This is an optimization exercise on Yosys and OpenROAD, whose aim is small area, not a production implementation.
In this exercise RTL edits were held to simulation tests only and were not proved equivalent to the original.

`config.mk`:
```
export PLATFORM = sky130hd
export DESIGN_NAME = pe_unit
export DESIGN_NICKNAME = pe_unit
export VERILOG_FILES = /design/flow/design.v
export SDC_FILE = /design/flow/constraint.sdc
export NUM_CORES = 4
export LEC_CHECK = 0
export CAP_MARGIN = 20
export CORE_MARGIN = 2
export CORE_UTILIZATION = 45
export PLACE_DENSITY = 0.65
export SLEW_MARGIN = 20
```
`constraint.sdc`:
```
create_clock -name core_clock -period 9.5 [get_ports {clk}]
set_input_delay 1.9000 -clock core_clock [delete_from_list [all_inputs] [get_ports {clk}]]
set_output_delay 1.9000 -clock core_clock [all_outputs]
set_load 0.01 [all_outputs]
```
`design.v`:
```
package poly_arith_pkg;
    parameter int DWIDTH        = 256;           
    parameter int KEEP_WIDTH    = DWIDTH / 8;    
    parameter int BYTE_SIZE     = 8;
    parameter int Q             = 3329;          
    parameter int N             = 256;           
    parameter int LOG_N         = 8;             
    parameter int COEFF_WIDTH   = 12;            
    parameter int STORE_WIDTH   = 16;            
    parameter int COEFFS_PER_BEAT = DWIDTH / STORE_WIDTH;
    parameter int BEATS_PER_POLY  = N / COEFFS_PER_BEAT;
    typedef logic [11:0] coeff_t;  
    parameter logic [11:0] OMEGA_4_NTT  = 12'd1729;    
    parameter logic [11:0] OMEGA_4_INTT = 12'd1600;    
    parameter logic [11:0] INV_2_MOD_Q  = 12'd1665;    
    typedef enum logic [3:0] {
        PE_MODE_CWM    = 4'b1000,  
        PE_MODE_NTT    = 4'b1010,  
        PE_MODE_INTT   = 4'b1111,  
        PE_MODE_ADDSUB = 4'b0011,  
        PE_MODE_COMP   = 4'b1100,  
        PE_MODE_DECOMP = 4'b0100   
    } pe_mode_e;
endpackage : poly_arith_pkg
module mod_add_sub_rc (
    input  logic [11:0] op1_i,
    input  logic [11:0] op2_i,
    input  logic        is_sub_i,
    output logic [11:0] result_o
);
    logic [12:0] t, u, k;
    logic [13:0] c;
    logic [12:0] cu;
    logic [11:0] bx;
    assign bx = op2_i ^ {12{is_sub_i}};
    assign c[0] = is_sub_i;
    for (genvar i = 0; i < 12; i++) begin : g_t
        assign t[i] = op1_i[i] ^ bx[i] ^ c[i];
        assign c[i+1] = (op1_i[i] & bx[i]) | (c[i] & (op1_i[i] ^ bx[i]));
    end
    assign t[12] = c[12] ^ is_sub_i;
    assign k = is_sub_i ? 13'd3329 : 13'd4863;
    assign cu[0] = 1'b0;
    for (genvar i = 0; i < 13; i++) begin : g_u
        assign u[i] = t[i] ^ k[i] ^ cu[i];
        if (i < 12) begin : g_c
            assign cu[i+1] = (t[i] & k[i]) | (cu[i] & (t[i] ^ k[i]));
        end
    end
    logic sel;
    assign sel = is_sub_i ? t[12] : ~u[12];
    assign result_o = sel ? u[11:0] : t[11:0];
endmodule
module mod_uni_add_sub (
    input  logic [11:0] op1_i,
    input  logic [11:0] op2_i,
    input  logic        is_sub_i,
    output logic [11:0] result_o
);
    logic [12:0] op2, sum, red;
    assign op2 = is_sub_i ? (13'd3329 - 13'(op2_i)) : 13'(op2_i);
    assign sum = 13'(op1_i) + op2;
    assign red = sum - 13'd3329;
    assign result_o = red[12] ? sum[11:0] : red[11:0];
endmodule
module mod_div_by_2 (
    input  logic [11:0] op_i,
    output logic [11:0] op_o
);
    assign op_o = {1'b0, op_i[11:1]} + (op_i[0] ? 12'd1665 : 12'd0);
endmodule
module mm_mul (
    input  logic [11:0] a_i,
    input  logic [11:0] b_i,
    output logic [23:0] p_o
);
    mul12 u_mul (.a(a_i), .b(b_i), .p(p_o));
endmodule
module mm_red (
    input  logic [23:0] p_i,
    output logic [11:0] r_o
);
    logic [3:0] l1_s;
    logic [11:0] l1;
    assign l1_s = p_i[15:12];
    assign l1[0] = (l1_s == 4'd1) | (l1_s == 4'd3) | (l1_s == 4'd6) | (l1_s == 4'd8) | (l1_s == 4'd9) | (l1_s == 4'd11) | (l1_s == 4'd13) | (l1_s == 4'd14);
    assign l1[1] = (l1_s == 4'd1) | (l1_s == 4'd2) | (l1_s == 4'd5) | (l1_s == 4'd8) | (l1_s == 4'd11) | (l1_s == 4'd12) | (l1_s == 4'd14) | (l1_s == 4'd15);
    assign l1[2] = (l1_s == 4'd1) | (l1_s == 4'd2) | (l1_s == 4'd3) | (l1_s == 4'd4) | (l1_s == 4'd8) | (l1_s == 4'd9) | (l1_s == 4'd10) | (l1_s == 4'd14) | (l1_s == 4'd15);
    assign l1[3] = (l1_s == 4'd1) | (l1_s == 4'd2) | (l1_s == 4'd3) | (l1_s == 4'd4) | (l1_s == 4'd5) | (l1_s == 4'd6) | (l1_s == 4'd7) | (l1_s == 4'd14) | (l1_s == 4'd15);
    assign l1[4] = (l1_s == 4'd1) | (l1_s == 4'd2) | (l1_s == 4'd3) | (l1_s == 4'd4) | (l1_s == 4'd5) | (l1_s == 4'd6) | (l1_s == 4'd7) | (l1_s == 4'd8) | (l1_s == 4'd9) | (l1_s == 4'd10) | (l1_s == 4'd11) | (l1_s == 4'd12) | (l1_s == 4'd13);
    assign l1[5] = (l1_s == 4'd1) | (l1_s == 4'd2) | (l1_s == 4'd3) | (l1_s == 4'd4) | (l1_s == 4'd5) | (l1_s == 4'd6) | (l1_s == 4'd7) | (l1_s == 4'd8) | (l1_s == 4'd9) | (l1_s == 4'd10) | (l1_s == 4'd11) | (l1_s == 4'd12) | (l1_s == 4'd13) | (l1_s == 4'd14) | (l1_s == 4'd15);
    assign l1[6] = (l1_s == 4'd1) | (l1_s == 4'd2) | (l1_s == 4'd3) | (l1_s == 4'd4) | (l1_s == 4'd5) | (l1_s == 4'd6) | (l1_s == 4'd7) | (l1_s == 4'd8) | (l1_s == 4'd9) | (l1_s == 4'd10) | (l1_s == 4'd11) | (l1_s == 4'd12) | (l1_s == 4'd13) | (l1_s == 4'd14) | (l1_s == 4'd15);
    assign l1[7] = (l1_s == 4'd1) | (l1_s == 4'd2) | (l1_s == 4'd3) | (l1_s == 4'd4) | (l1_s == 4'd5) | (l1_s == 4'd6) | (l1_s == 4'd7) | (l1_s == 4'd8) | (l1_s == 4'd9) | (l1_s == 4'd10) | (l1_s == 4'd11) | (l1_s == 4'd12) | (l1_s == 4'd13) | (l1_s == 4'd14) | (l1_s == 4'd15);
    assign l1[8] = (l1_s == 4'd2) | (l1_s == 4'd4) | (l1_s == 4'd5) | (l1_s == 4'd7) | (l1_s == 4'd10) | (l1_s == 4'd12) | (l1_s == 4'd15);
    assign l1[9] = (l1_s == 4'd1) | (l1_s == 4'd4) | (l1_s == 4'd7) | (l1_s == 4'd8) | (l1_s == 4'd10) | (l1_s == 4'd11) | (l1_s == 4'd14);
    assign l1[10] = (l1_s == 4'd2) | (l1_s == 4'd6) | (l1_s == 4'd7) | (l1_s == 4'd11) | (l1_s == 4'd13) | (l1_s == 4'd15);
    assign l1[11] = (l1_s == 4'd3) | (l1_s == 4'd4) | (l1_s == 4'd8) | (l1_s == 4'd12) | (l1_s == 4'd13);
    logic [3:0] l2_s;
    logic [11:0] l2;
    assign l2_s = p_i[19:16];
    assign l2[0] = (l2_s == 4'd1) | (l2_s == 4'd2) | (l2_s == 4'd3) | (l2_s == 4'd7) | (l2_s == 4'd8) | (l2_s == 4'd9) | (l2_s == 4'd13) | (l2_s == 4'd14) | (l2_s == 4'd15);
    assign l2[1] = (l2_s == 4'd4) | (l2_s == 4'd5) | (l2_s == 4'd6) | (l2_s == 4'd7) | (l2_s == 4'd8) | (l2_s == 4'd9);
    assign l2[2] = (l2_s == 4'd1) | (l2_s == 4'd3) | (l2_s == 4'd5) | (l2_s == 4'd7) | (l2_s == 4'd9) | (l2_s == 4'd10) | (l2_s == 4'd12) | (l2_s == 4'd14);
    assign l2[3] = (l2_s == 4'd1) | (l2_s == 4'd2) | (l2_s == 4'd5) | (l2_s == 4'd6) | (l2_s == 4'd9) | (l2_s == 4'd10) | (l2_s == 4'd11) | (l2_s == 4'd14) | (l2_s == 4'd15);
    assign l2[4] = (l2_s == 4'd2) | (l2_s == 4'd4) | (l2_s == 4'd5) | (l2_s == 4'd7) | (l2_s == 4'd10) | (l2_s == 4'd12) | (l2_s == 4'd15);
    assign l2[5] = (l2_s == 4'd1) | (l2_s == 4'd4) | (l2_s == 4'd7) | (l2_s == 4'd8) | (l2_s == 4'd10) | (l2_s == 4'd11) | (l2_s == 4'd14);
    assign l2[6] = (l2_s == 4'd1) | (l2_s == 4'd2) | (l2_s == 4'd3) | (l2_s == 4'd7) | (l2_s == 4'd8) | (l2_s == 4'd9) | (l2_s == 4'd14) | (l2_s == 4'd15);
    assign l2[7] = (l2_s == 4'd1) | (l2_s == 4'd2) | (l2_s == 4'd3) | (l2_s == 4'd4) | (l2_s == 4'd5) | (l2_s == 4'd6) | (l2_s == 4'd14) | (l2_s == 4'd15);
    assign l2[8] = (l2_s == 4'd4) | (l2_s == 4'd5) | (l2_s == 4'd6) | (l2_s == 4'd10) | (l2_s == 4'd11) | (l2_s == 4'd12) | (l2_s == 4'd14) | (l2_s == 4'd15);
    assign l2[9] = (l2_s == 4'd7) | (l2_s == 4'd8) | (l2_s == 4'd9) | (l2_s == 4'd10) | (l2_s == 4'd11) | (l2_s == 4'd12) | (l2_s == 4'd14) | (l2_s == 4'd15);
    assign l2[10] = (l2_s == 4'd2) | (l2_s == 4'd5) | (l2_s == 4'd8) | (l2_s == 4'd11) | (l2_s == 4'd13) | (l2_s == 4'd14);
    assign l2[11] = (l2_s == 4'd1) | (l2_s == 4'd4) | (l2_s == 4'd7) | (l2_s == 4'd10) | (l2_s == 4'd13);
    logic [3:0] l3_s;
    logic [11:0] l3;
    assign l3_s = p_i[23:20];
    assign l3[0] = (l3_s == 4'd2) | (l3_s == 4'd4) | (l3_s == 4'd6) | (l3_s == 4'd8) | (l3_s == 4'd10);
    assign l3[1] = (l3_s == 4'd1) | (l3_s == 4'd2) | (l3_s == 4'd5) | (l3_s == 4'd6) | (l3_s == 4'd9) | (l3_s == 4'd10);
    assign l3[2] = (l3_s == 4'd1) | (l3_s == 4'd4) | (l3_s == 4'd6) | (l3_s == 4'd7) | (l3_s == 4'd9);
    assign l3[3] = (l3_s == 4'd2) | (l3_s == 4'd5) | (l3_s == 4'd6) | (l3_s == 4'd8) | (l3_s == 4'd9);
    assign l3[4] = (l3_s == 4'd3) | (l3_s == 4'd4) | (l3_s == 4'd5) | (l3_s == 4'd6) | (l3_s == 4'd10);
    assign l3[5] = (l3_s == 4'd7) | (l3_s == 4'd8) | (l3_s == 4'd9) | (l3_s == 4'd10);
    assign l3[6] = (l3_s == 4'd1) | (l3_s == 4'd3) | (l3_s == 4'd5) | (l3_s == 4'd7) | (l3_s == 4'd9);
    assign l3[7] = (l3_s == 4'd1) | (l3_s == 4'd2) | (l3_s == 4'd5) | (l3_s == 4'd6) | (l3_s == 4'd9) | (l3_s == 4'd10);
    assign l3[8] = (l3_s == 4'd5) | (l3_s == 4'd6) | (l3_s == 4'd7) | (l3_s == 4'd8);
    assign l3[9] = (l3_s == 4'd5) | (l3_s == 4'd6) | (l3_s == 4'd7) | (l3_s == 4'd8) | (l3_s == 4'd9) | (l3_s == 4'd10);
    assign l3[10] = (l3_s == 4'd1) | (l3_s == 4'd2) | (l3_s == 4'd3) | (l3_s == 4'd4);
    assign l3[11] = (l3_s == 4'd1) | (l3_s == 4'd2) | (l3_s == 4'd3) | (l3_s == 4'd4) | (l3_s == 4'd5) | (l3_s == 4'd6) | (l3_s == 4'd7) | (l3_s == 4'd8) | (l3_s == 4'd9) | (l3_s == 4'd10);
    logic [11:0] x1, y1;
    assign x1 = l1 ^ l2 ^ l3;
    assign y1 = (l1 & l2) | (l1 & l3) | (l2 & l3);
    logic [12:0] x2, y2, e1, e2;
    assign e1 = {y1, 1'b0};
    assign e2 = {1'b0, p_i[11:0]};
    assign x2 = {1'b0, x1} ^ e1 ^ e2;
    assign y2 = ({1'b0, x1} & e1) | ({1'b0, x1} & e2) | (e1 & e2);
    logic [13:0] s;
    assign s = 14'(x2) + {y2, 1'b0};
    logic [12:0] k0, k1, f0, f1;
    always_comb begin
        case (s[13:12])
            2'd0: begin k0 = 13'd0; k1 = 13'd4863; end
            2'd1: begin k0 = 13'd767; k1 = 13'd5630; end
            2'd2: begin k0 = 13'd1534; k1 = 13'd6397; end
            default: begin k0 = 13'd2301; k1 = 13'd7164; end
        endcase
    end
    logic [13:0] c0, c1;
    logic [12:0] sl;
    assign sl = {1'b0, s[11:0]};
    assign c0[0] = 1'b0;
    assign c1[0] = 1'b0;
    for (genvar i = 0; i < 13; i++) begin : g_f
        assign f0[i] = sl[i] ^ k0[i] ^ c0[i];
        assign c0[i+1] = (sl[i] & k0[i]) | (c0[i] & (sl[i] ^ k0[i]));
        assign f1[i] = sl[i] ^ k1[i] ^ c1[i];
        assign c1[i+1] = (sl[i] & k1[i]) | (c1[i] & (sl[i] ^ k1[i]));
    end
    assign r_o = f1[12] ? f0[11:0] : f1[11:0];
endmodule
module mul12(input [11:0] a, input [11:0] b, output [23:0] p);
  wire [143:0] pp;
  assign pp[0] = (a[0] & b[0]);
  assign pp[1] = (a[0] & b[1]);
  assign pp[2] = (a[0] & b[2]);
  assign pp[3] = (a[0] & b[3]);
  assign pp[4] = (a[0] & b[4]);
  assign pp[5] = (a[0] & b[5]);
  assign pp[6] = (a[0] & b[6]);
  assign pp[7] = (a[0] & b[7]);
  assign pp[8] = (a[0] & b[8]);
  assign pp[9] = (a[0] & b[9]);
  assign pp[10] = (a[0] & b[10]);
  assign pp[11] = (a[0] & b[11]);
  assign pp[12] = (a[1] & b[0]);
  assign pp[13] = (a[1] & b[1]);
  assign pp[14] = (a[1] & b[2]);
  assign pp[15] = (a[1] & b[3]);
  assign pp[16] = (a[1] & b[4]);
  assign pp[17] = (a[1] & b[5]);
  assign pp[18] = (a[1] & b[6]);
  assign pp[19] = (a[1] & b[7]);
  assign pp[20] = (a[1] & b[8]);
  assign pp[21] = (a[1] & b[9]);
  assign pp[22] = (a[1] & b[10]);
  assign pp[23] = (a[1] & b[11]);
  assign pp[24] = (a[2] & b[0]);
  assign pp[25] = (a[2] & b[1]);
  assign pp[26] = (a[2] & b[2]);
  assign pp[27] = (a[2] & b[3]);
  assign pp[28] = (a[2] & b[4]);
  assign pp[29] = (a[2] & b[5]);
  assign pp[30] = (a[2] & b[6]);
  assign pp[31] = (a[2] & b[7]);
  assign pp[32] = (a[2] & b[8]);
  assign pp[33] = (a[2] & b[9]);
  assign pp[34] = (a[2] & b[10]);
  assign pp[35] = (a[2] & b[11]);
  assign pp[36] = (a[3] & b[0]);
  assign pp[37] = (a[3] & b[1]);
  assign pp[38] = (a[3] & b[2]);
  assign pp[39] = (a[3] & b[3]);
  assign pp[40] = (a[3] & b[4]);
  assign pp[41] = (a[3] & b[5]);
  assign pp[42] = (a[3] & b[6]);
  assign pp[43] = (a[3] & b[7]);
  assign pp[44] = (a[3] & b[8]);
  assign pp[45] = (a[3] & b[9]);
  assign pp[46] = (a[3] & b[10]);
  assign pp[47] = (a[3] & b[11]);
  assign pp[48] = (a[4] & b[0]);
  assign pp[49] = (a[4] & b[1]);
  assign pp[50] = (a[4] & b[2]);
  assign pp[51] = (a[4] & b[3]);
  assign pp[52] = (a[4] & b[4]);
  assign pp[53] = (a[4] & b[5]);
  assign pp[54] = (a[4] & b[6]);
  assign pp[55] = (a[4] & b[7]);
  assign pp[56] = (a[4] & b[8]);
  assign pp[57] = (a[4] & b[9]);
  assign pp[58] = (a[4] & b[10]);
  assign pp[59] = (a[4] & b[11]);
  assign pp[60] = (a[5] & b[0]);
  assign pp[61] = (a[5] & b[1]);
  assign pp[62] = (a[5] & b[2]);
  assign pp[63] = (a[5] & b[3]);
  assign pp[64] = (a[5] & b[4]);
  assign pp[65] = (a[5] & b[5]);
  assign pp[66] = (a[5] & b[6]);
  assign pp[67] = (a[5] & b[7]);
  assign pp[68] = (a[5] & b[8]);
  assign pp[69] = (a[5] & b[9]);
  assign pp[70] = (a[5] & b[10]);
  assign pp[71] = (a[5] & b[11]);
  assign pp[72] = (a[6] & b[0]);
  assign pp[73] = (a[6] & b[1]);
  assign pp[74] = (a[6] & b[2]);
  assign pp[75] = (a[6] & b[3]);
  assign pp[76] = (a[6] & b[4]);
  assign pp[77] = (a[6] & b[5]);
  assign pp[78] = (a[6] & b[6]);
  assign pp[79] = (a[6] & b[7]);
  assign pp[80] = (a[6] & b[8]);
  assign pp[81] = (a[6] & b[9]);
  assign pp[82] = (a[6] & b[10]);
  assign pp[83] = (a[6] & b[11]);
  assign pp[84] = (a[7] & b[0]);
  assign pp[85] = (a[7] & b[1]);
  assign pp[86] = (a[7] & b[2]);
  assign pp[87] = (a[7] & b[3]);
  assign pp[88] = (a[7] & b[4]);
  assign pp[89] = (a[7] & b[5]);
  assign pp[90] = (a[7] & b[6]);
  assign pp[91] = (a[7] & b[7]);
  assign pp[92] = (a[7] & b[8]);
  assign pp[93] = (a[7] & b[9]);
  assign pp[94] = (a[7] & b[10]);
  assign pp[95] = (a[7] & b[11]);
  assign pp[96] = (a[8] & b[0]);
  assign pp[97] = (a[8] & b[1]);
  assign pp[98] = (a[8] & b[2]);
  assign pp[99] = (a[8] & b[3]);
  assign pp[100] = (a[8] & b[4]);
  assign pp[101] = (a[8] & b[5]);
  assign pp[102] = (a[8] & b[6]);
  assign pp[103] = (a[8] & b[7]);
  assign pp[104] = (a[8] & b[8]);
  assign pp[105] = (a[8] & b[9]);
  assign pp[106] = (a[8] & b[10]);
  assign pp[107] = (a[8] & b[11]);
  assign pp[108] = (a[9] & b[0]);
  assign pp[109] = (a[9] & b[1]);
  assign pp[110] = (a[9] & b[2]);
  assign pp[111] = (a[9] & b[3]);
  assign pp[112] = (a[9] & b[4]);
  assign pp[113] = (a[9] & b[5]);
  assign pp[114] = (a[9] & b[6]);
  assign pp[115] = (a[9] & b[7]);
  assign pp[116] = (a[9] & b[8]);
  assign pp[117] = (a[9] & b[9]);
  assign pp[118] = (a[9] & b[10]);
  assign pp[119] = (a[9] & b[11]);
  assign pp[120] = (a[10] & b[0]);
  assign pp[121] = (a[10] & b[1]);
  assign pp[122] = (a[10] & b[2]);
  assign pp[123] = (a[10] & b[3]);
  assign pp[124] = (a[10] & b[4]);
  assign pp[125] = (a[10] & b[5]);
  assign pp[126] = (a[10] & b[6]);
  assign pp[127] = (a[10] & b[7]);
  assign pp[128] = (a[10] & b[8]);
  assign pp[129] = (a[10] & b[9]);
  assign pp[130] = (a[10] & b[10]);
  assign pp[131] = (a[10] & b[11]);
  assign pp[132] = (a[11] & b[0]);
  assign pp[133] = (a[11] & b[1]);
  assign pp[134] = (a[11] & b[2]);
  assign pp[135] = (a[11] & b[3]);
  assign pp[136] = (a[11] & b[4]);
  assign pp[137] = (a[11] & b[5]);
  assign pp[138] = (a[11] & b[6]);
  assign pp[139] = (a[11] & b[7]);
  assign pp[140] = (a[11] & b[8]);
  assign pp[141] = (a[11] & b[9]);
  assign pp[142] = (a[11] & b[10]);
  assign pp[143] = (a[11] & b[11]);
  wire mul12_t1 = pp[9] ^ pp[20];
  wire mul12_t2 = pp[9] & pp[20];
  wire mul12_t3 = pp[10] ^ pp[21] ^ pp[32];
  wire mul12_t4 = (pp[10] & pp[21]) | (pp[10] & pp[32]) | (pp[21] & pp[32]);
  wire mul12_t5 = pp[43] ^ pp[54];
  wire mul12_t6 = pp[43] & pp[54];
  wire mul12_t7 = pp[11] ^ pp[22] ^ pp[33];
  wire mul12_t8 = (pp[11] & pp[22]) | (pp[11] & pp[33]) | (pp[22] & pp[33]);
  wire mul12_t9 = pp[44] ^ pp[55] ^ pp[66];
  wire mul12_t10 = (pp[44] & pp[55]) | (pp[44] & pp[66]) | (pp[55] & pp[66]);
  wire mul12_t11 = pp[77] ^ pp[88];
  wire mul12_t12 = pp[77] & pp[88];
  wire mul12_t13 = pp[23] ^ pp[34] ^ pp[45];
  wire mul12_t14 = (pp[23] & pp[34]) | (pp[23] & pp[45]) | (pp[34] & pp[45]);
  wire mul12_t15 = pp[56] ^ pp[67] ^ pp[78];
  wire mul12_t16 = (pp[56] & pp[67]) | (pp[56] & pp[78]) | (pp[67] & pp[78]);
  wire mul12_t17 = pp[89] ^ pp[100];
  wire mul12_t18 = pp[89] & pp[100];
  wire mul12_t19 = pp[35] ^ pp[46] ^ pp[57];
  wire mul12_t20 = (pp[35] & pp[46]) | (pp[35] & pp[57]) | (pp[46] & pp[57]);
  wire mul12_t21 = pp[68] ^ pp[79] ^ pp[90];
  wire mul12_t22 = (pp[68] & pp[79]) | (pp[68] & pp[90]) | (pp[79] & pp[90]);
  wire mul12_t23 = pp[47] ^ pp[58] ^ pp[69];
  wire mul12_t24 = (pp[47] & pp[58]) | (pp[47] & pp[69]) | (pp[58] & pp[69]);
  wire mul12_t25 = pp[6] ^ pp[17];
  wire mul12_t26 = pp[6] & pp[17];
  wire mul12_t27 = pp[7] ^ pp[18] ^ pp[29];
  wire mul12_t28 = (pp[7] & pp[18]) | (pp[7] & pp[29]) | (pp[18] & pp[29]);
  wire mul12_t29 = pp[40] ^ pp[51];
  wire mul12_t30 = pp[40] & pp[51];
  wire mul12_t31 = pp[8] ^ pp[19] ^ pp[30];
  wire mul12_t32 = (pp[8] & pp[19]) | (pp[8] & pp[30]) | (pp[19] & pp[30]);
  wire mul12_t33 = pp[41] ^ pp[52] ^ pp[63];
  wire mul12_t34 = (pp[41] & pp[52]) | (pp[41] & pp[63]) | (pp[52] & pp[63]);
  wire mul12_t35 = pp[74] ^ pp[85];
  wire mul12_t36 = pp[74] & pp[85];
  wire mul12_t37 = mul12_t1 ^ pp[31] ^ pp[42];
  wire mul12_t38 = (mul12_t1 & pp[31]) | (mul12_t1 & pp[42]) | (pp[31] & pp[42]);
  wire mul12_t39 = pp[53] ^ pp[64] ^ pp[75];
  wire mul12_t40 = (pp[53] & pp[64]) | (pp[53] & pp[75]) | (pp[64] & pp[75]);
  wire mul12_t41 = pp[86] ^ pp[97] ^ pp[108];
  wire mul12_t42 = (pp[86] & pp[97]) | (pp[86] & pp[108]) | (pp[97] & pp[108]);
  wire mul12_t43 = mul12_t2 ^ mul12_t3 ^ mul12_t5;
  wire mul12_t44 = (mul12_t2 & mul12_t3) | (mul12_t2 & mul12_t5) | (mul12_t3 & mul12_t5);
  wire mul12_t45 = pp[65] ^ pp[76] ^ pp[87];
  wire mul12_t46 = (pp[65] & pp[76]) | (pp[65] & pp[87]) | (pp[76] & pp[87]);
  wire mul12_t47 = pp[98] ^ pp[109] ^ pp[120];
  wire mul12_t48 = (pp[98] & pp[109]) | (pp[98] & pp[120]) | (pp[109] & pp[120]);
  wire mul12_t49 = mul12_t4 ^ mul12_t6 ^ mul12_t7;
  wire mul12_t50 = (mul12_t4 & mul12_t6) | (mul12_t4 & mul12_t7) | (mul12_t6 & mul12_t7);
  wire mul12_t51 = mul12_t9 ^ mul12_t11 ^ pp[99];
  wire mul12_t52 = (mul12_t9 & mul12_t11) | (mul12_t9 & pp[99]) | (mul12_t11 & pp[99]);
  wire mul12_t53 = pp[110] ^ pp[121] ^ pp[132];
  wire mul12_t54 = (pp[110] & pp[121]) | (pp[110] & pp[132]) | (pp[121] & pp[132]);
  wire mul12_t55 = mul12_t8 ^ mul12_t10 ^ mul12_t12;
  wire mul12_t56 = (mul12_t8 & mul12_t10) | (mul12_t8 & mul12_t12) | (mul12_t10 & mul12_t12);
  wire mul12_t57 = mul12_t13 ^ mul12_t15 ^ mul12_t17;
  wire mul12_t58 = (mul12_t13 & mul12_t15) | (mul12_t13 & mul12_t17) | (mul12_t15 & mul12_t17);
  wire mul12_t59 = pp[111] ^ pp[122] ^ pp[133];
  wire mul12_t60 = (pp[111] & pp[122]) | (pp[111] & pp[133]) | (pp[122] & pp[133]);
  wire mul12_t61 = mul12_t14 ^ mul12_t16 ^ mul12_t18;
  wire mul12_t62 = (mul12_t14 & mul12_t16) | (mul12_t14 & mul12_t18) | (mul12_t16 & mul12_t18);
  wire mul12_t63 = mul12_t19 ^ mul12_t21 ^ pp[101];
  wire mul12_t64 = (mul12_t19 & mul12_t21) | (mul12_t19 & pp[101]) | (mul12_t21 & pp[101]);
  wire mul12_t65 = pp[112] ^ pp[123] ^ pp[134];
  wire mul12_t66 = (pp[112] & pp[123]) | (pp[112] & pp[134]) | (pp[123] & pp[134]);
  wire mul12_t67 = mul12_t20 ^ mul12_t22 ^ mul12_t23;
  wire mul12_t68 = (mul12_t20 & mul12_t22) | (mul12_t20 & mul12_t23) | (mul12_t22 & mul12_t23);
  wire mul12_t69 = pp[80] ^ pp[91] ^ pp[102];
  wire mul12_t70 = (pp[80] & pp[91]) | (pp[80] & pp[102]) | (pp[91] & pp[102]);
  wire mul12_t71 = pp[113] ^ pp[124] ^ pp[135];
  wire mul12_t72 = (pp[113] & pp[124]) | (pp[113] & pp[135]) | (pp[124] & pp[135]);
  wire mul12_t73 = mul12_t24 ^ pp[59] ^ pp[70];
  wire mul12_t74 = (mul12_t24 & pp[59]) | (mul12_t24 & pp[70]) | (pp[59] & pp[70]);
  wire mul12_t75 = pp[81] ^ pp[92] ^ pp[103];
  wire mul12_t76 = (pp[81] & pp[92]) | (pp[81] & pp[103]) | (pp[92] & pp[103]);
  wire mul12_t77 = pp[114] ^ pp[125] ^ pp[136];
  wire mul12_t78 = (pp[114] & pp[125]) | (pp[114] & pp[136]) | (pp[125] & pp[136]);
  wire mul12_t79 = pp[71] ^ pp[82] ^ pp[93];
  wire mul12_t80 = (pp[71] & pp[82]) | (pp[71] & pp[93]) | (pp[82] & pp[93]);
  wire mul12_t81 = pp[104] ^ pp[115] ^ pp[126];
  wire mul12_t82 = (pp[104] & pp[115]) | (pp[104] & pp[126]) | (pp[115] & pp[126]);
  wire mul12_t83 = pp[83] ^ pp[94] ^ pp[105];
  wire mul12_t84 = (pp[83] & pp[94]) | (pp[83] & pp[105]) | (pp[94] & pp[105]);
  wire mul12_t85 = pp[4] ^ pp[15];
  wire mul12_t86 = pp[4] & pp[15];
  wire mul12_t87 = pp[5] ^ pp[16] ^ pp[27];
  wire mul12_t88 = (pp[5] & pp[16]) | (pp[5] & pp[27]) | (pp[16] & pp[27]);
  wire mul12_t89 = pp[38] ^ pp[49];
  wire mul12_t90 = pp[38] & pp[49];
  wire mul12_t91 = mul12_t25 ^ pp[28] ^ pp[39];
  wire mul12_t92 = (mul12_t25 & pp[28]) | (mul12_t25 & pp[39]) | (pp[28] & pp[39]);
  wire mul12_t93 = pp[50] ^ pp[61] ^ pp[72];
  wire mul12_t94 = (pp[50] & pp[61]) | (pp[50] & pp[72]) | (pp[61] & pp[72]);
  wire mul12_t95 = mul12_t26 ^ mul12_t27 ^ mul12_t29;
  wire mul12_t96 = (mul12_t26 & mul12_t27) | (mul12_t26 & mul12_t29) | (mul12_t27 & mul12_t29);
  wire mul12_t97 = pp[62] ^ pp[73] ^ pp[84];
  wire mul12_t98 = (pp[62] & pp[73]) | (pp[62] & pp[84]) | (pp[73] & pp[84]);
  wire mul12_t99 = mul12_t28 ^ mul12_t30 ^ mul12_t31;
  wire mul12_t100 = (mul12_t28 & mul12_t30) | (mul12_t28 & mul12_t31) | (mul12_t30 & mul12_t31);
  wire mul12_t101 = mul12_t33 ^ mul12_t35 ^ pp[96];
  wire mul12_t102 = (mul12_t33 & mul12_t35) | (mul12_t33 & pp[96]) | (mul12_t35 & pp[96]);
  wire mul12_t103 = mul12_t32 ^ mul12_t34 ^ mul12_t36;
  wire mul12_t104 = (mul12_t32 & mul12_t34) | (mul12_t32 & mul12_t36) | (mul12_t34 & mul12_t36);
  wire mul12_t105 = mul12_t37 ^ mul12_t39 ^ mul12_t41;
  wire mul12_t106 = (mul12_t37 & mul12_t39) | (mul12_t37 & mul12_t41) | (mul12_t39 & mul12_t41);
  wire mul12_t107 = mul12_t38 ^ mul12_t40 ^ mul12_t42;
  wire mul12_t108 = (mul12_t38 & mul12_t40) | (mul12_t38 & mul12_t42) | (mul12_t40 & mul12_t42);
  wire mul12_t109 = mul12_t43 ^ mul12_t45 ^ mul12_t47;
  wire mul12_t110 = (mul12_t43 & mul12_t45) | (mul12_t43 & mul12_t47) | (mul12_t45 & mul12_t47);
  wire mul12_t111 = mul12_t44 ^ mul12_t46 ^ mul12_t48;
  wire mul12_t112 = (mul12_t44 & mul12_t46) | (mul12_t44 & mul12_t48) | (mul12_t46 & mul12_t48);
  wire mul12_t113 = mul12_t49 ^ mul12_t51 ^ mul12_t53;
  wire mul12_t114 = (mul12_t49 & mul12_t51) | (mul12_t49 & mul12_t53) | (mul12_t51 & mul12_t53);
  wire mul12_t115 = mul12_t50 ^ mul12_t52 ^ mul12_t54;
  wire mul12_t116 = (mul12_t50 & mul12_t52) | (mul12_t50 & mul12_t54) | (mul12_t52 & mul12_t54);
  wire mul12_t117 = mul12_t55 ^ mul12_t57 ^ mul12_t59;
  wire mul12_t118 = (mul12_t55 & mul12_t57) | (mul12_t55 & mul12_t59) | (mul12_t57 & mul12_t59);
  wire mul12_t119 = mul12_t56 ^ mul12_t58 ^ mul12_t60;
  wire mul12_t120 = (mul12_t56 & mul12_t58) | (mul12_t56 & mul12_t60) | (mul12_t58 & mul12_t60);
  wire mul12_t121 = mul12_t61 ^ mul12_t63 ^ mul12_t65;
  wire mul12_t122 = (mul12_t61 & mul12_t63) | (mul12_t61 & mul12_t65) | (mul12_t63 & mul12_t65);
  wire mul12_t123 = mul12_t62 ^ mul12_t64 ^ mul12_t66;
  wire mul12_t124 = (mul12_t62 & mul12_t64) | (mul12_t62 & mul12_t66) | (mul12_t64 & mul12_t66);
  wire mul12_t125 = mul12_t67 ^ mul12_t69 ^ mul12_t71;
  wire mul12_t126 = (mul12_t67 & mul12_t69) | (mul12_t67 & mul12_t71) | (mul12_t69 & mul12_t71);
  wire mul12_t127 = mul12_t68 ^ mul12_t70 ^ mul12_t72;
  wire mul12_t128 = (mul12_t68 & mul12_t70) | (mul12_t68 & mul12_t72) | (mul12_t70 & mul12_t72);
  wire mul12_t129 = mul12_t73 ^ mul12_t75 ^ mul12_t77;
  wire mul12_t130 = (mul12_t73 & mul12_t75) | (mul12_t73 & mul12_t77) | (mul12_t75 & mul12_t77);
  wire mul12_t131 = mul12_t74 ^ mul12_t76 ^ mul12_t78;
  wire mul12_t132 = (mul12_t74 & mul12_t76) | (mul12_t74 & mul12_t78) | (mul12_t76 & mul12_t78);
  wire mul12_t133 = mul12_t79 ^ mul12_t81 ^ pp[137];
  wire mul12_t134 = (mul12_t79 & mul12_t81) | (mul12_t79 & pp[137]) | (mul12_t81 & pp[137]);
  wire mul12_t135 = mul12_t80 ^ mul12_t82 ^ mul12_t83;
  wire mul12_t136 = (mul12_t80 & mul12_t82) | (mul12_t80 & mul12_t83) | (mul12_t82 & mul12_t83);
  wire mul12_t137 = pp[116] ^ pp[127] ^ pp[138];
  wire mul12_t138 = (pp[116] & pp[127]) | (pp[116] & pp[138]) | (pp[127] & pp[138]);
  wire mul12_t139 = mul12_t84 ^ pp[95] ^ pp[106];
  wire mul12_t140 = (mul12_t84 & pp[95]) | (mul12_t84 & pp[106]) | (pp[95] & pp[106]);
  wire mul12_t141 = pp[117] ^ pp[128] ^ pp[139];
  wire mul12_t142 = (pp[117] & pp[128]) | (pp[117] & pp[139]) | (pp[128] & pp[139]);
  wire mul12_t143 = pp[107] ^ pp[118] ^ pp[129];
  wire mul12_t144 = (pp[107] & pp[118]) | (pp[107] & pp[129]) | (pp[118] & pp[129]);
  wire mul12_t145 = pp[3] ^ pp[14];
  wire mul12_t146 = pp[3] & pp[14];
  wire mul12_t147 = mul12_t85 ^ pp[26] ^ pp[37];
  wire mul12_t148 = (mul12_t85 & pp[26]) | (mul12_t85 & pp[37]) | (pp[26] & pp[37]);
  wire mul12_t149 = mul12_t86 ^ mul12_t87 ^ mul12_t89;
  wire mul12_t150 = (mul12_t86 & mul12_t87) | (mul12_t86 & mul12_t89) | (mul12_t87 & mul12_t89);
  wire mul12_t151 = mul12_t88 ^ mul12_t90 ^ mul12_t91;
  wire mul12_t152 = (mul12_t88 & mul12_t90) | (mul12_t88 & mul12_t91) | (mul12_t90 & mul12_t91);
  wire mul12_t153 = mul12_t92 ^ mul12_t94 ^ mul12_t95;
  wire mul12_t154 = (mul12_t92 & mul12_t94) | (mul12_t92 & mul12_t95) | (mul12_t94 & mul12_t95);
  wire mul12_t155 = mul12_t96 ^ mul12_t98 ^ mul12_t99;
  wire mul12_t156 = (mul12_t96 & mul12_t98) | (mul12_t96 & mul12_t99) | (mul12_t98 & mul12_t99);
  wire mul12_t157 = mul12_t100 ^ mul12_t102 ^ mul12_t103;
  wire mul12_t158 = (mul12_t100 & mul12_t102) | (mul12_t100 & mul12_t103) | (mul12_t102 & mul12_t103);
  wire mul12_t159 = mul12_t104 ^ mul12_t106 ^ mul12_t107;
  wire mul12_t160 = (mul12_t104 & mul12_t106) | (mul12_t104 & mul12_t107) | (mul12_t106 & mul12_t107);
  wire mul12_t161 = mul12_t108 ^ mul12_t110 ^ mul12_t111;
  wire mul12_t162 = (mul12_t108 & mul12_t110) | (mul12_t108 & mul12_t111) | (mul12_t110 & mul12_t111);
  wire mul12_t163 = mul12_t112 ^ mul12_t114 ^ mul12_t115;
  wire mul12_t164 = (mul12_t112 & mul12_t114) | (mul12_t112 & mul12_t115) | (mul12_t114 & mul12_t115);
  wire mul12_t165 = mul12_t116 ^ mul12_t118 ^ mul12_t119;
  wire mul12_t166 = (mul12_t116 & mul12_t118) | (mul12_t116 & mul12_t119) | (mul12_t118 & mul12_t119);
  wire mul12_t167 = mul12_t120 ^ mul12_t122 ^ mul12_t123;
  wire mul12_t168 = (mul12_t120 & mul12_t122) | (mul12_t120 & mul12_t123) | (mul12_t122 & mul12_t123);
  wire mul12_t169 = mul12_t124 ^ mul12_t126 ^ mul12_t127;
  wire mul12_t170 = (mul12_t124 & mul12_t126) | (mul12_t124 & mul12_t127) | (mul12_t126 & mul12_t127);
  wire mul12_t171 = mul12_t128 ^ mul12_t130 ^ mul12_t131;
  wire mul12_t172 = (mul12_t128 & mul12_t130) | (mul12_t128 & mul12_t131) | (mul12_t130 & mul12_t131);
  wire mul12_t173 = mul12_t132 ^ mul12_t134 ^ mul12_t135;
  wire mul12_t174 = (mul12_t132 & mul12_t134) | (mul12_t132 & mul12_t135) | (mul12_t134 & mul12_t135);
  wire mul12_t175 = mul12_t136 ^ mul12_t138 ^ mul12_t139;
  wire mul12_t176 = (mul12_t136 & mul12_t138) | (mul12_t136 & mul12_t139) | (mul12_t138 & mul12_t139);
  wire mul12_t177 = mul12_t140 ^ mul12_t142 ^ mul12_t143;
  wire mul12_t178 = (mul12_t140 & mul12_t142) | (mul12_t140 & mul12_t143) | (mul12_t142 & mul12_t143);
  wire mul12_t179 = mul12_t144 ^ pp[119] ^ pp[130];
  wire mul12_t180 = (mul12_t144 & pp[119]) | (mul12_t144 & pp[130]) | (pp[119] & pp[130]);
  wire mul12_t181 = pp[2] ^ pp[13];
  wire mul12_t182 = pp[2] & pp[13];
  wire mul12_t183 = mul12_t145 ^ pp[25] ^ pp[36];
  wire mul12_t184 = (mul12_t145 & pp[25]) | (mul12_t145 & pp[36]) | (pp[25] & pp[36]);
  wire mul12_t185 = mul12_t146 ^ mul12_t147 ^ pp[48];
  wire mul12_t186 = (mul12_t146 & mul12_t147) | (mul12_t146 & pp[48]) | (mul12_t147 & pp[48]);
  wire mul12_t187 = mul12_t148 ^ mul12_t149 ^ pp[60];
  wire mul12_t188 = (mul12_t148 & mul12_t149) | (mul12_t148 & pp[60]) | (mul12_t149 & pp[60]);
  wire mul12_t189 = mul12_t150 ^ mul12_t151 ^ mul12_t93;
  wire mul12_t190 = (mul12_t150 & mul12_t151) | (mul12_t150 & mul12_t93) | (mul12_t151 & mul12_t93);
  wire mul12_t191 = mul12_t152 ^ mul12_t153 ^ mul12_t97;
  wire mul12_t192 = (mul12_t152 & mul12_t153) | (mul12_t152 & mul12_t97) | (mul12_t153 & mul12_t97);
  wire mul12_t193 = mul12_t154 ^ mul12_t155 ^ mul12_t101;
  wire mul12_t194 = (mul12_t154 & mul12_t155) | (mul12_t154 & mul12_t101) | (mul12_t155 & mul12_t101);
  wire mul12_t195 = mul12_t156 ^ mul12_t157 ^ mul12_t105;
  wire mul12_t196 = (mul12_t156 & mul12_t157) | (mul12_t156 & mul12_t105) | (mul12_t157 & mul12_t105);
  wire mul12_t197 = mul12_t158 ^ mul12_t159 ^ mul12_t109;
  wire mul12_t198 = (mul12_t158 & mul12_t159) | (mul12_t158 & mul12_t109) | (mul12_t159 & mul12_t109);
  wire mul12_t199 = mul12_t160 ^ mul12_t161 ^ mul12_t113;
  wire mul12_t200 = (mul12_t160 & mul12_t161) | (mul12_t160 & mul12_t113) | (mul12_t161 & mul12_t113);
  wire mul12_t201 = mul12_t162 ^ mul12_t163 ^ mul12_t117;
  wire mul12_t202 = (mul12_t162 & mul12_t163) | (mul12_t162 & mul12_t117) | (mul12_t163 & mul12_t117);
  wire mul12_t203 = mul12_t164 ^ mul12_t165 ^ mul12_t121;
  wire mul12_t204 = (mul12_t164 & mul12_t165) | (mul12_t164 & mul12_t121) | (mul12_t165 & mul12_t121);
  wire mul12_t205 = mul12_t166 ^ mul12_t167 ^ mul12_t125;
  wire mul12_t206 = (mul12_t166 & mul12_t167) | (mul12_t166 & mul12_t125) | (mul12_t167 & mul12_t125);
  wire mul12_t207 = mul12_t168 ^ mul12_t169 ^ mul12_t129;
  wire mul12_t208 = (mul12_t168 & mul12_t169) | (mul12_t168 & mul12_t129) | (mul12_t169 & mul12_t129);
  wire mul12_t209 = mul12_t170 ^ mul12_t171 ^ mul12_t133;
  wire mul12_t210 = (mul12_t170 & mul12_t171) | (mul12_t170 & mul12_t133) | (mul12_t171 & mul12_t133);
  wire mul12_t211 = mul12_t172 ^ mul12_t173 ^ mul12_t137;
  wire mul12_t212 = (mul12_t172 & mul12_t173) | (mul12_t172 & mul12_t137) | (mul12_t173 & mul12_t137);
  wire mul12_t213 = mul12_t174 ^ mul12_t175 ^ mul12_t141;
  wire mul12_t214 = (mul12_t174 & mul12_t175) | (mul12_t174 & mul12_t141) | (mul12_t175 & mul12_t141);
  wire mul12_t215 = mul12_t176 ^ mul12_t177 ^ pp[140];
  wire mul12_t216 = (mul12_t176 & mul12_t177) | (mul12_t176 & pp[140]) | (mul12_t177 & pp[140]);
  wire mul12_t217 = mul12_t178 ^ mul12_t179 ^ pp[141];
  wire mul12_t218 = (mul12_t178 & mul12_t179) | (mul12_t178 & pp[141]) | (mul12_t179 & pp[141]);
  wire mul12_t219 = mul12_t180 ^ pp[131] ^ pp[142];
  wire mul12_t220 = (mul12_t180 & pp[131]) | (mul12_t180 & pp[142]) | (pp[131] & pp[142]);
  wire [23:0] ra = {1'b0, mul12_t220, mul12_t218, mul12_t216, mul12_t214, mul12_t212, mul12_t210, mul12_t208, mul12_t206, mul12_t204, mul12_t202, mul12_t200, mul12_t198, mul12_t196, mul12_t194, mul12_t192, mul12_t190, mul12_t188, mul12_t186, mul12_t184, mul12_t182, mul12_t181, pp[1], pp[0]};
  wire [23:0] rb = {1'b0, pp[143], mul12_t219, mul12_t217, mul12_t215, mul12_t213, mul12_t211, mul12_t209, mul12_t207, mul12_t205, mul12_t203, mul12_t201, mul12_t199, mul12_t197, mul12_t195, mul12_t193, mul12_t191, mul12_t189, mul12_t187, mul12_t185, mul12_t183, pp[24], pp[12], 1'b0};
  wire [6:0] lc; assign lc[0] = 1'b0;
  wire [5:0] lo;
  assign lo[0] = ra[0] ^ rb[0] ^ lc[0];
  assign lc[1] = (ra[0] & rb[0]) | (lc[0] & (ra[0] ^ rb[0]));
  assign lo[1] = ra[1] ^ rb[1] ^ lc[1];
  assign lc[2] = (ra[1] & rb[1]) | (lc[1] & (ra[1] ^ rb[1]));
  assign lo[2] = ra[2] ^ rb[2] ^ lc[2];
  assign lc[3] = (ra[2] & rb[2]) | (lc[2] & (ra[2] ^ rb[2]));
  assign lo[3] = ra[3] ^ rb[3] ^ lc[3];
  assign lc[4] = (ra[3] & rb[3]) | (lc[3] & (ra[3] ^ rb[3]));
  assign lo[4] = ra[4] ^ rb[4] ^ lc[4];
  assign lc[5] = (ra[4] & rb[4]) | (lc[4] & (ra[4] ^ rb[4]));
  assign lo[5] = ra[5] ^ rb[5] ^ lc[5];
  assign lc[6] = (ra[5] & rb[5]) | (lc[5] & (ra[5] ^ rb[5]));
  wire [17:0] hi = ra[23:6] + rb[23:6] + lc[6];
  assign p = {hi, lo};
endmodule
module pe_unit (
    input   logic           clk,
    input   logic           rst,
    input   logic           valid_i,
    input   logic [3:0]     ctrl_i,
    input   logic           mode_i,
    input   poly_arith_pkg::coeff_t         op_a0_i,
    input   poly_arith_pkg::coeff_t         op_a1_i,
    input   poly_arith_pkg::coeff_t         op_a2_i,
    input   poly_arith_pkg::coeff_t         op_a3_i,
    input   poly_arith_pkg::coeff_t         op_b0_i,
    input   poly_arith_pkg::coeff_t         op_b1_i,
    input   poly_arith_pkg::coeff_t         op_b2_i,
    input   poly_arith_pkg::coeff_t         op_b3_i,
    output  poly_arith_pkg::coeff_t         z0_o,
    output  poly_arith_pkg::coeff_t         z1_o,
    output  poly_arith_pkg::coeff_t         z2_o,
    output  poly_arith_pkg::coeff_t         z3_o,
    output  logic           valid_o
);
    logic m_as, m_comp, m_intt, m_ntt, m_cwm;
    assign m_as   = ~ctrl_i[3] & ~ctrl_i[2];                
    assign m_comp =  ctrl_i[2] & ~ctrl_i[1];                
    assign m_intt =  ctrl_i[2] &  ctrl_i[1];                
    assign m_ntt  =  ctrl_i[3] & ~ctrl_i[2] &  ctrl_i[1];   
    assign m_cwm  =  ctrl_i[3] & ~ctrl_i[2] & ~ctrl_i[1];   
    logic r_as, r_comp, r_intt, r_ntt, r_cwm, r_intt4, r_lat4;
    always_ff @(posedge clk) begin
        r_as    <= m_as;
        r_comp  <= m_comp;
        r_intt  <= m_intt;
        r_ntt   <= m_ntt;
        r_cwm   <= m_cwm;
        r_intt4 <= m_intt & ~mode_i;                 
        r_lat4  <= (m_ntt | m_intt) & mode_i;        
    end
    logic [8:1] v;
    always_ff @(posedge clk) begin
        if (rst) begin
            v <= '0;
        end else begin
            v[1] <= valid_i;
            v[2] <= v[1] & ~r_as;
            v[3] <= v[2];
            v[4] <= v[3] & ~r_comp;
            v[5] <= v[4] & ~r_lat4;
            v[6] <= v[5];
            v[7] <= v[6];
            v[8] <= v[7];
        end
    end
    assign valid_o = r_as ? v[1] : r_comp ? v[3] : r_lat4 ? v[4] : v[8];
    logic [7:0][11:0] b1;
    logic [5:0][11:0] d2;
    logic [3:0][11:0] d3;
    logic [4:0][11:0] d4;
    logic [2:0][11:0] d5;
    logic [2:0][11:0] d6;
    logic [3:0][11:0] d7;
    logic [3:0][11:0] z;
    logic [3:0][23:0] p;      
    logic [3:0][11:0] r;      
    logic [3:0][11:0] ma, mb;
    logic [3:0][23:0] mp;
    logic [3:0][11:0] mr;
    assign ma[0] = r_intt4 ? d2[1] : b1[2];
    assign mb[0] = r_intt4 ? d2[3] : b1[4];
    assign ma[1] = r_intt4 ? d4[1] : b1[1];
    assign mb[1] = r_intt4 ? d4[3] : b1[5];
    assign ma[2] = r_intt4 ? d4[2] : b1[3];
    assign mb[2] = r_intt4 ? d4[4] : b1[6];
    assign ma[3] = (r_ntt | r_cwm) ? d4[3] : r_comp ? b1[0] : b1[2];
    assign mb[3] = (r_ntt | r_cwm) ? d4[4] : b1[7];
    for (genvar k = 0; k < 4; k++) begin : g_mm
        mm_mul u_mul (.a_i(ma[k]), .b_i(mb[k]), .p_o(mp[k]));
        mm_red u_red (.p_i(p[k]), .r_o(mr[k]));
    end
    logic [7:0][11:0] as_a, as_b, as_r;
    logic [7:0]       as_sub;
    assign as_a[0]   = m_ntt ? d3[0] : op_a0_i;
    assign as_b[0]   = m_ntt ? r[0] : m_as ? op_b0_i : op_a1_i;
    assign as_sub[0] = m_as & mode_i;
    assign as_a[1]   = m_ntt ? d3[0] : m_as ? op_a1_i : op_a0_i;
    assign as_b[1]   = m_ntt ? r[0] : m_as ? op_b1_i : op_a1_i;
    assign as_sub[1] = m_as ? mode_i : ~m_cwm;
    assign as_a[2]   = (m_ntt | m_cwm) ? r[1] : op_a2_i;
    assign as_b[2]   = (m_ntt | m_cwm) ? r[2] : m_as ? op_b2_i : op_a3_i;
    assign as_sub[2] = m_as & mode_i;
    assign as_a[3]   = m_ntt ? r[1] : m_as ? op_a3_i : op_a2_i;
    assign as_b[3]   = m_ntt ? r[2] : m_as ? op_b3_i : op_a3_i;
    assign as_sub[3] = m_as ? mode_i : ~m_cwm;
    assign as_a[4]   = r_intt ? b1[0] : d4[0];
    assign as_b[4]   = r_intt ? b1[1] : d4[2];
    assign as_sub[4] = 1'b0;
    assign as_a[5]   = as_a[4];
    assign as_b[5]   = as_b[4];
    assign as_sub[5] = 1'b1;
    assign as_a[6]   = r_intt ? d3[1] : d6[2];
    assign as_b[6]   = r[3];
    assign as_sub[6] = 1'b0;
    assign as_a[7]   = r_intt ? r[3] : d6[2];
    assign as_b[7]   = r_intt ? d3[1] : r[3];
    assign as_sub[7] = 1'b1;
    for (genvar k = 0; k < 4; k++) begin : g_as_fast
        mod_uni_add_sub u_as (.op1_i(as_a[k]), .op2_i(as_b[k]), .is_sub_i(as_sub[k]), .result_o(as_r[k]));
    end
    for (genvar k = 4; k < 8; k++) begin : g_as_rc
        mod_add_sub_rc u_as (.op1_i(as_a[k]), .op2_i(as_b[k]), .is_sub_i(as_sub[k]), .result_o(as_r[k]));
    end
    logic [11:0] h_in, h_q, h_z0, h_z2;
    mod_div_by_2 u_div_q  (.op_i(d2[0]), .op_o(h_q));
    assign h_in = r_intt4 ? h_q : d2[0];
    mod_div_by_2 u_div_z0 (.op_i(h_in), .op_o(h_z0));
    mod_div_by_2 u_div_z2 (.op_i(r[0]), .op_o(h_z2));
    always_ff @(posedge clk) begin
        b1[0] <= m_intt ? as_r[0] : op_a0_i;
        b1[1] <= m_intt ? as_r[2] : m_cwm ? op_a0_i : op_a1_i;
        b1[2] <= (m_intt | m_cwm) ? as_r[1] : op_a2_i;
        b1[3] <= m_intt ? as_r[3] : m_cwm ? op_a1_i : op_a3_i;
        b1[4] <= m_cwm ? as_r[3] : m_comp ? op_b2_i : op_b0_i;
        b1[5] <= m_cwm ? op_a2_i : op_b1_i;
        b1[6] <= m_cwm ? op_a3_i : m_comp ? op_b3_i : op_b2_i;
        b1[7] <= (m_comp | m_cwm) ? op_b0_i : op_b3_i;
        p <= mp;
        r <= mr;
        d2[0] <= r_intt4 ? as_r[4] : b1[0];
        d2[1] <= r_intt4 ? as_r[5] : b1[7];
        d2[2] <= b1[3];
        d2[3] <= b1[4];
        d2[4] <= b1[5];
        d2[5] <= b1[6];
        d3[0] <= r_intt ? h_z0 : d2[0];
        d3[1] <= r_intt4 ? d2[2] : d2[1];
        d3[2] <= d2[4];
        d3[3] <= d2[5];
        d4[0] <= r_ntt ? as_r[0] : r_cwm ? r[0] : d3[0];
        d4[1] <= r_ntt ? as_r[1] : r_cwm ? r[1] : as_r[6];
        d4[2] <= r_intt ? as_r[7] : as_r[2];
        d4[3] <= r_ntt ? as_r[3] : r_cwm ? r[2] : d3[2];
        d4[4] <= r_intt ? d3[3] : d3[1];
        d5[0] <= r_intt ? d4[0] : as_r[4];
        d5[1] <= r_intt ? h_z2 : as_r[5];
        d5[2] <= d4[1];
        d6 <= d5;
        d7[0] <= d6[0];
        d7[1] <= r_intt ? r[1] : r_cwm ? as_r[6] : d6[1];
        d7[2] <= r_ntt ? as_r[6] : d6[1];
        d7[3] <= r_intt ? r[2] : as_r[7];
        if (m_as) begin
            z <= as_r[3:0];
        end else if (r_comp) begin
            z[0] <= mr[3]; z[1] <= mr[1]; z[2] <= mr[0]; z[3] <= mr[2];
        end else if (r_lat4) begin
            if (r_ntt) begin
                z <= as_r[3:0];
            end else begin
                z[0] <= d3[0]; z[1] <= r[0]; z[2] <= r[1]; z[3] <= r[2];
            end
        end else begin
            z <= d7;
        end
    end
    assign z0_o = z[0];
    assign z1_o = z[1];
    assign z2_o = z[2];
    assign z3_o = z[3];
endmodule
```
`run.sh`:
```
#!/bin/bash
# synth_recipe.tcl (not shown) runs the flow's synth.tcl, then flattens the netlist and writes it again
# the make line also repeats each setting of config.mk as NAME=value (left out here)
make -C /OpenROAD-flow-scripts/flow DESIGN_CONFIG=/design/flow/config.mk WORK_HOME=/design/flow/orfs CLKGATE_MAP_FILE= SYNTH_SCRIPT=/design/flow/synth_recipe.tcl finish
```
==> results.ini, run 1 <==
[cts]
postCtsHoldBufs=0
clock_path_buffers=3
cts_tree=done
htreeDepth=3
cts.reportedPaths.clkPinSlew_ns=0.06
root_buffer=clkbuf_16
clock_latency_ns=0.69
cts_sinks=603
cts_made_buffers=72

[synth]
synth-seq-area-share=0.221
syn_area_um2=54600
postSynth.asyncResetShare=0
syn_nets=7218
postSynthCellCount=6167
synth_edf_count=0
synth.avg_cell_area_um2=8.85
ys_dominant_reg_cell=dfxtp_1
synth_cell_type_count=104
yosys_warnings=2
synth.ff_latch_count=603

[worst_setup_path]
cp-end-kind=flip-flop
start_kind=flip-flop
cp_max_fo=4
cp.arrival_ns=9.74
slowest_stage=fa_1
critPathTopFamily=adder cells
worstPathRequired_ns=10.13
path_buf_inv=5
critPathKind=flip-flop to flip-flop
slowest_delay_ns=0.48
crit_path_frequent_cell=fa_1

[grt]
antenna_found_initial=18
grt_pass1_wl_um=288000
grt.total_usage=0.311
overflow=0
grt_pass1_vias=45200
grt_max_degree=107

[finish]
syn2layout_area_growth_pct=13.3
utilization=0.515
drive_gt1_frac=0.124
multi_input_area_um2=38600
register_area_um2=12100
final_common_cell=nor2_1
fin_nets=7431
n_fill_cell=11300
mostFrequentLayoutCells=nor2_1, inv_1, fa_1

[sta]
fin_crit_sh=0.959
hold_viol=0
fin_setup_tns_ns=0
worst_pin_slew_ns=1.21
fin_crit_ns=9.11
slew_violations=0
fin_skew_ns=0.0272
setup_ws_ns=0.386
max_freq_mhz=110
hold_ws_ns=0.320
slew_headroom=0.182
setup_viol=0

[job]
max_cap_viol_count=0

[detailed_routing]
dr.pass1.iters=6
num_vias=46000
routed_wl_um=195000
wl_per_cell_um=24.2
vias_per_cell=5.72
antenna_left=0
drt_iter0_markers=4760
drcViolationCount=0

[floorplan]
dieArea_um2=124000
io_pins=153
core_um2=120000
initial_core_util=0.454
die_y_um=352
dieWidth_um=352
row_count=127

[placement]
place_ws_ns=-0.158
dp_hpwl_um=157000
gp_congestion=1.02
port-buffer-count=151

[run_status]
status=complete, no violations

[hold_path]
hold_class=flip-flop to flip-flop

[layer usage]
| metal | share of wire | global-route usage | wire length [um] | up-vias |
|---|---|---|---|---|
| met3 | 0.098 | 0.0761 | 19100 | 485 |
| met1 | 0.40 | 0.405 | 78600 | 22700 |
| li1 | - | - | - | 20700 |
| met5 | 0.00066 | 0 | 128 | - |
| met4 | 0.064 | 0.172 | 12500 | 18 |
| met2 | 0.43 | 0.474 | 84900 | 2072 |
[worst paths after layout]
check,start,to,slack (ns),depth (start not counted)
setup / recovery,p[91],z[9],0.39,37
hold / removal,d5[10],d6[10],0.32,0
setup reg to reg,p[91],z[9],0.39,37
hold reg to reg,d5[10],d6[10],0.32,0
[cell families after synthesis]
kind of cell,Yosys count,synth area share
simple gates,1685,0.140
compound gates,1172,0.136
buf+inv,1087,0.0768
fa+ha+maj,947,0.303
flops,603,0.221
mux,413,0.0793
xor+xnor,260,0.0437
[state kept, by name, indices dropped and copies added (netlist names), 8 cells and up]
register  flops
b1           96
d2           72
d3           48
d4           60
d5           36
d6           36
d7           48
p            96
r            48
v             8
z            48
[synth_stat cells, types with 41 or more instances]
master    count  area [um2]
inv_1       772        2900
a31oi_1      75         469
or2_2        97         607
mux2_2      150        1690
a21oi_1     332        1660
nor3_1       45         225
nor2_1      803        3010
o22ai_1      53         332
nand2b_1     67         419
nand3_1      77         385
ha_1        323        4040
a211oi_1     98         736
fa_1        624       12500
dfxtp_1     603       12100
clkbuf_1    257         965
xor2_1       89         780
nand2_1     341        1280
o21ai_0     279        1400
xnor2_1     162        1420
o21bai_1     41         308
mux2i_1     260        2600
a21o_1       60         450
nor2b_1     130         813
[stage by stage]
stage	area, um2	cells
floorplan	54600	6167
global placement	59100	7912
detailed placement	59100	7912
CTS	61600	8044
global route	61800	8050
finish	61800	8055
[what timing repair did]
action,4_1_cts,5_1_grt
pin swaps,3,14
gates resized for setup,8,66
setup endpoints to repair,5,34
buffers inserted,0,6
[cell type report]
type / count / area share
tap: 1612 / 0.0326
inverter: 779 / 0.0473
timing repair buffer: 447 / 0.0607
sequential: 603 / 0.196
antenna: 5 / 0.000202
clock buffer: 89 / 0.0310
multi-input combinational: 4477 / 0.624
clock inverter: 43 / 0.00825
==> run 2, diff against run 1 <==
--- a/config.mk
+++ b/config.mk
@@ -10,2 +10,3 @@
 export CORE_UTILIZATION = 45
+export GPL_TIMING_DRIVEN = 0
 export PLACE_DENSITY = 0.65
==> run 2 against run 1 <==
  * Final area is 0.17% lower
  * First-iteration DRC count is 6.7% higher
  * Still clean
  * Utilization is 0.088 points lower
==> results.ini, run 2 <==
[run_status]
status=complete, no violations

[placement]
dp_hpwl_um=183000
port-buffer-count=149
gp_congestion=1.10
dpl_cell_area_um2=58100
dp.cells=7929

[grt]
grt-busiest-layer=met2
gr-usage-met2=0.523
grt_pass1_vias=46400
use_met3=0.113
grt.total_usage=0.350
grt_util_met1=0.435
grt_max_degree=15
overflow=0
antenna_found_initial=27
grt_pass1_wl_um=316000

[detailed_routing]
wl_per_cell_um=27.4
routed_wl_um=222000
drcViolationCount=0
dr.pass1.iters=14
vias_per_cell=5.84
drt_iter0_markers=5081
num_vias=47200
antenna_left=0

[synth]
synth-seq-area-share=0.221
postSynth.asyncResetShare=0
syn_area_um2=54600
synth.ff_latch_count=603
synth.most_common_cell=nor2_1
synth_top_area_cell=fa_1
postSynthCellCount=6167
yosys.area.top_type_share=0.229
synth.area.top_cells=fa_1, dfxtp_1, ha_1
ys_dominant_reg_cell=dfxtp_1
synth_commonest_cells=nor2_1, inv_1, fa_1
syn_nets=7218
yosys_warnings=2
synth_edf_count=0
synth_cell_type_count=104
synth.avg_cell_area_um2=8.85

[worst_setup_path]
r2r_start=p[68]
reg2reg_depth=37
critPathKind=input port to flip-flop
cp-end-kind=flip-flop
cp-startpoint=ctrl_i[2]
r2r_slack_ns=0.24
cp.arrival_ns=9.66
worstPathRequired_ns=9.89
start_kind=input port
cp_max_fo=10

[cts]
htreeDepth=3
clock_path_buffers=3
clock_latency_ns=0.68
cts_tree=done
root_buffer=clkbuf_16
cts_sinks=603
cts.reportedPaths.clkPinSlew_ns=0.07
cts_made_buffers=73

[floorplan]
core_um2=120000
dieArea_um2=124000
dieWidth_um=352
io_pins=153
initial_core_util=0.454
die_y_um=352
row_count=127

[finish]
mostFrequentLayoutCells=nor2_1, inv_1, fa_1
fin_cells=8086
fin_nets=7453
drive_gt1_frac=0.105
top_regs=b1 x96, p x96, d2 x72
syn2layout_area_growth_pct=13.1
n_fill_cell=11300
final_common_cell=nor2_1
final_cell_area_um2=61700

[job]
max_cap_viol_count=0

[hold_path]
hp-start=d5[13]
hold_class=flip-flop to flip-flop
hold_depth=0

[sta]
worst_pin_slew_ns=1.36
slew_headroom=0.0659
hold_viol=0
setup_viol=0
slew_violations=0
fin_crit_sh=0.975
fin_crit_ns=9.26
fin_skew_ns=0.0408
max_freq_mhz=108

[run 2: area by class of cell]
cell class / count / area, um2 / share of cell area
Timing Repair Buffer: 174 / 1720 / 0.0278
Tap cell: 1612 / 2020 / 0.0327
Buffer: 294 / 1310 / 0.0212
Sequential cell: 603 / 12100 / 0.196
Clock inverter: 38 / 458 / 0.00742
Clock buffer: 90 / 1990 / 0.0323
Inverter: 779 / 2930 / 0.0474
Antenna cell: 19 / 47.5 / 0.000770
Multi-Input combinational cell: 4477 / 39200 / 0.634
[run 2: logic make-up (layout without fill, tap and decap cells)]
group,count (synthesis),count (layout),share of synthesized area
other cells,0,19,0
xor+xnor,260,260,0.0437
compound gates,1172,1172,0.136
simple gates,1685,1685,0.140
mux,413,413,0.0793
fa+ha+maj,947,947,0.303
flops,603,603,0.221
buf+inv,1087,1375,0.0768
[run 2: through the flow]
| step | worst slack, ns | util | setup TNS, ns | hold slack, ns |
|---|---|---|---|---|
| floorplan | 0.358 | - | 0 | 0.310 |
| global placement | -1.65 | 0.484 | -39.25 | 0.310 |
| detailed placement | -1.40 | 0.484 | -47.89 | 0.312 |
| CTS | -0.00511 | 0.509 | -0.00511 | 0.301 |
| global route | -0.133 | 0.514 | -0.283 | 0.312 |
| finish | 0.236 | 0.514 | 0 | 0.307 |
[run 2: critical path: stages]
cell and delay [ns]:
clkdlybuf4s50_1 0.52, or2_1 0.26, buf_4 0.17, inv_4 0.13
buf_4 0.29, clkbuf_1 0.64, buf_1 0.90, nand2_1 0.14
a31oi_1 0.48, ha_1 0.26, inv_1 0.06, fa_1 0.39
nor2b_1 0.13, o21a_1 0.13, o21a_1 0.21, nor2_1 0.11
nor3_1 0.43, nand4b_1 0.31, a21oi_1 0.29, mux2_2 0.36
o22ai_1 1.04, a21oi_1 0.47
[run 2: what timing repair did]
action	CTS	global route
setup buffers	9	14
resized for setup	151	127
setup endpoints to repair	86	62
hold buffers	0	0
cloned	0	0
pin swaps	17	35
[run 2: layer usage]
metal	share of wire	up-vias	wire (um)
li1	-	20800	-
met1	0.39	23100	85600
met2	0.42	2513	93700
met3	0.11	777	24600
met4	0.078	16	17400
met5	0.0012	-	271
[run 2: path summary, 6_finish.rpt]
path	end
max	b1[59]
min	d6[13]
max reg2reg	z[46]
min reg2reg	d6[13]

==> port drivers added, routing unchanged <==
How much do the figures lean on ideal ports? The routed layouts below were timed once more, with nothing changed but the port constraints. Step 1: set_driving_cell puts a clkbuf_16 on clk and a buf_2 on each other input, an assumption about the parent block. Step 2 times the ports against the registers' clock, not the clock port: input delays grow and output delays shrink by t, the midpoint of the rising clock arrivals with the driver on. Three values: no drivers, after step 1, after step 2; two values: the first two.
| run | t (ns) | setup WS [ns] | worst data-port slew with drivers (ns) |
|---|---|---|---|
| run 1 | 0.750 | 0.386 / 0.386 / 0.386 | 0.07 |
| run 2 | 0.735 | 0.236 / 0.243 / -0.446 | 0.07 |
With both steps, setup timing fails in run 2, where it was met with ideal ports. For run 2, which loses most, drivers alone change the setup slack by +0.007 ns; drivers and shift together by -0.682 ns.
